Source: an optimization exercise on an open RTL-to-GDS flow (aim: small area, a short achievable clock period and few clock cycles). Production flows keep margins and buffers that such runs may drop.
The RTL was checked by simulation tests, not by an equivalence proof against the original design.

==> flow/design.v (excerpt) <==
module fpu_double( clk, rst, enable, rmode, fpu_op, opa, opb, out, ready, underflow,
overflow, inexact, exception, invalid);
Size: roughly 8,400 cells after synthesis, roughly 670 flip-flops, roughly 210 I/O pins, ~71,000 sq um of cells after synthesis.
==> flow/config.mk <==
export PLATFORM = sky130hd
export DESIGN_NAME = fpu_double
export DESIGN_NICKNAME = fpu_double
export VERILOG_FILES = /design/flow/design.v
export SDC_FILE = /design/flow/constraint.sdc
export NUM_CORES = 8
export LEC_CHECK = 0
export CAP_MARGIN = 40
export CORE_MARGIN = 2
export CORE_UTILIZATION = 42
export PLACE_DENSITY = 0.5
export SETUP_SLACK_MARGIN = 4.3
export SLEW_MARGIN = 40
==> flow/constraint.sdc <==
create_clock -name core_clock -period 7.5 [get_ports {clk}]
set_input_delay 1.5000 -clock core_clock [delete_from_list [all_inputs] [get_ports {clk}]]
set_output_delay 1.5000 -clock core_clock [all_outputs]
set_load 0.01 [all_outputs]
run.sh (not shown) runs the stock make flow with config.mk's settings and CLKGATE_MAP_FILE= SYNTH_SCRIPT=/design/flow/synth_recipe.tcl, a recipe that flattens the netlist after the stock synthesis.
The baseline finished with timing, DRC and antenna clean.
Testbench counts at the start, summed over its fixed seeds: cycles 25,837.
Change:
CORE_UTILIZATION = 40   (was 42)
PLACE_DENSITY = 0.45   (was 0.5)
SETUP_SLACK_MARGIN = 4.2   (was 4.3)
Effect: The new run went through all stages and came out clean. Setup slack is about the same. First-iteration DRC count is higher by 0.70%. Design area went down by 2.5%. Clock skew barely changes. Via count shrinks by 1.2%. Fmax hardly moves. Routed wire length is higher by 1.3%. Critical path depth rose by 3. Die area increases by 5.0%.
Change:
CORE_UTILIZATION = 45   (was 40)
PLACE_DENSITY = 0.48   (was 0.45)
Result: The changed run finished clean. Routed wire length fell by 3.4%. Maximum frequency hardly moves. Die area fell by 11%.


fpu_double, a different RTL version from the one above (not shown whole).
Size in the first run: about 690 flip-flops, roughly 210 I/O pins, about 70000 sq um of cells after synthesis.
make LEC_CHECK=0 CAP_MARGIN=40 CORE_MARGIN=2 CORE_UTILIZATION=40 PLACE_DENSITY=0.45 SETUP_SLACK_MARGIN=4.3 SLEW_MARGIN=40 finish   # period 7.5 ns
Testbench counts at the start, summed over its fixed seeds: cycles 25,837.
Rerun with:
--- a/flow/config.mk
+++ b/flow/config.mk
@@ -6,8 +6,9 @@
 export NUM_CORES = 8
 export LEC_CHECK = 0
+export ABC_AREA = 1
 export CAP_MARGIN = 40
 export CORE_MARGIN = 2
 export CORE_UTILIZATION = 40
 export PLACE_DENSITY = 0.45
-export SETUP_SLACK_MARGIN = 4.3
+export SETUP_SLACK_MARGIN = 4.2
 export SLEW_MARGIN = 40
What happened: Design area drops by 4.3%; clock skew climbs by 0.027 ns; utilization decreases by 2.8 points; final cell count rises by 11%; global-route usage falls by 2.4 points; hold slack improved by 0.0071 ns.
Rerun with:
--- a/flow/config.mk
+++ b/flow/config.mk
@@ -6,5 +6,4 @@
 export NUM_CORES = 8
 export LEC_CHECK = 0
-export ABC_AREA = 1
 export CAP_MARGIN = 40
 export CORE_MARGIN = 2
The changed run passed the timing, DRC and antenna checks.
Sequential share of layout area barely changes.
Routed wire length came out higher by 0.84%.
Utilization came out higher by 0.93 points.
Final area came out higher by about 0.8%.
Cell count came out lower by about 12%.
Global-route usage came out higher by 1.3 points.
Area after synthesis came out lower by about 1%.
Rerun with:
--- a/flow/config.mk
+++ b/flow/config.mk
@@ -10,4 +10,4 @@
 export CORE_UTILIZATION = 40
 export PLACE_DENSITY = 0.45
-export SETUP_SLACK_MARGIN = 4.2
+export SETUP_SLACK_MARGIN = 4.0
 export SLEW_MARGIN = 40
After rerunning:
- area after synthesis does not change
- register-to-register slack degrades by 0.22 ns
- worst setup slack degrades by 0.22 ns
- utilization shrinks by 2.0 points
- die area stays the same
- via count stays flat
- clock skew grows by 0.022 ns
- non-clock buffer count shrinks by 90
- fmax shrinks by 5.2%


Setup of 03-22:
Another version of the RTL of fpu_double (not shown whole).
For scale: roughly 8200 cells after synthesis, roughly 670 flip-flops, roughly 210 I/O pins, about 70000 um^2 of cells after synthesis.
Settings: LEC_CHECK=0, ABC_CLOCK_PERIOD_IN_PS=2500, CAP_MARGIN=20, CORE_MARGIN=2, CORE_UTILIZATION=40, PLACE_DENSITY=0.45, SETUP_SLACK_MARGIN=4.6, SLEW_MARGIN=20; clock period 7.5 ns.
The flow for 03-22 finished, though final verification flagged max-capacitance violations.
Testbench counts of 03-22, summed over its fixed seeds: cycles 25,837.
Input-level comparison between 07-09 and 03-22:
- swapping 4.6 for 4.2 in SETUP_SLACK_MARGIN
- swapping 2500 for 3000 in ABC_CLOCK_PERIOD_IN_PS
## What came out
- 07-09 finished every stage and its layout cleared the timing, DRC and antenna checks.
- Compared with 03-22, 07-09 shows a post-route cell area that is about 8% lower.
- Going from 03-22 to 07-09, critical path depth shrinks by 1.
- Diff 07-09..03-22 | storage element area | negligible
- Per the comparison of 07-09 with 03-22, count of clock-buffer cells in the layout -8.3%, final core utilization -4.3 points.
- Summary of the comparison: detailed placement HPWL is lower in 07-09, relative to 03-22.
- 07-09: non-clock buffer count is 326 lower than what 03-22 reported.
- Wire length of the first global-routing pass, 07-09 vs 03-22: down by a few percent
- Between 03-22 and 07-09, post-layout worst setup margin decreased.
- Layout buffering overhead excluding clock cells in 07-09 is 3.1 points lower than in 03-22

## separate check: timing with driven ports
No port has a modelled driver above. Below, the same layouts with a new extraction and two added sets of constraints.
Step 1: set_driving_cell puts a clkbuf_16 on clk and a buf_2 on each other input, an assumption about the parent block.
Step 2 moves the port delays by t, midway between the first and last clock arrival at a register: inputs arrive t later, outputs are due t later. That takes back most of the time a late clock gives input paths.
Slacks: no drivers / after step 1 / after step 2; pairs: no drivers / after step 1.
run	t, ns	slack for setup (ns)	worst register clock-pin slew, ns
the first run of note 1	0.863	3.693 / 3.693 / 3.418	0.08 / 0.08
the second run of note 1	0.871	3.691 / 3.691 / 3.335	0.08 / 0.08
the third run of note 1	0.828	3.692 / 3.692 / 3.217	0.07 / 0.07
the first run of note 2	0.885	3.371 / 3.371 / 3.371	0.08 / 0.08
the second run of note 2	0.852	3.661 / 3.661 / 3.317	0.07 / 0.07
the third run of note 2	0.857	3.563 / 3.563 / 3.257	0.07 / 0.07
the fourth run of note 2	0.912	3.347 / 3.347 / 2.934	0.07 / 0.07
03-22	0.857	3.432 / 3.432 / 3.432	0.07 / 0.07
07-09	0.843	3.353 / 3.353 / 3.285	0.07 / 0.07
For the third run of note 1, which loses most, drivers alone change the setup slack by 0.000 ns; drivers and shift together by -0.475 ns.
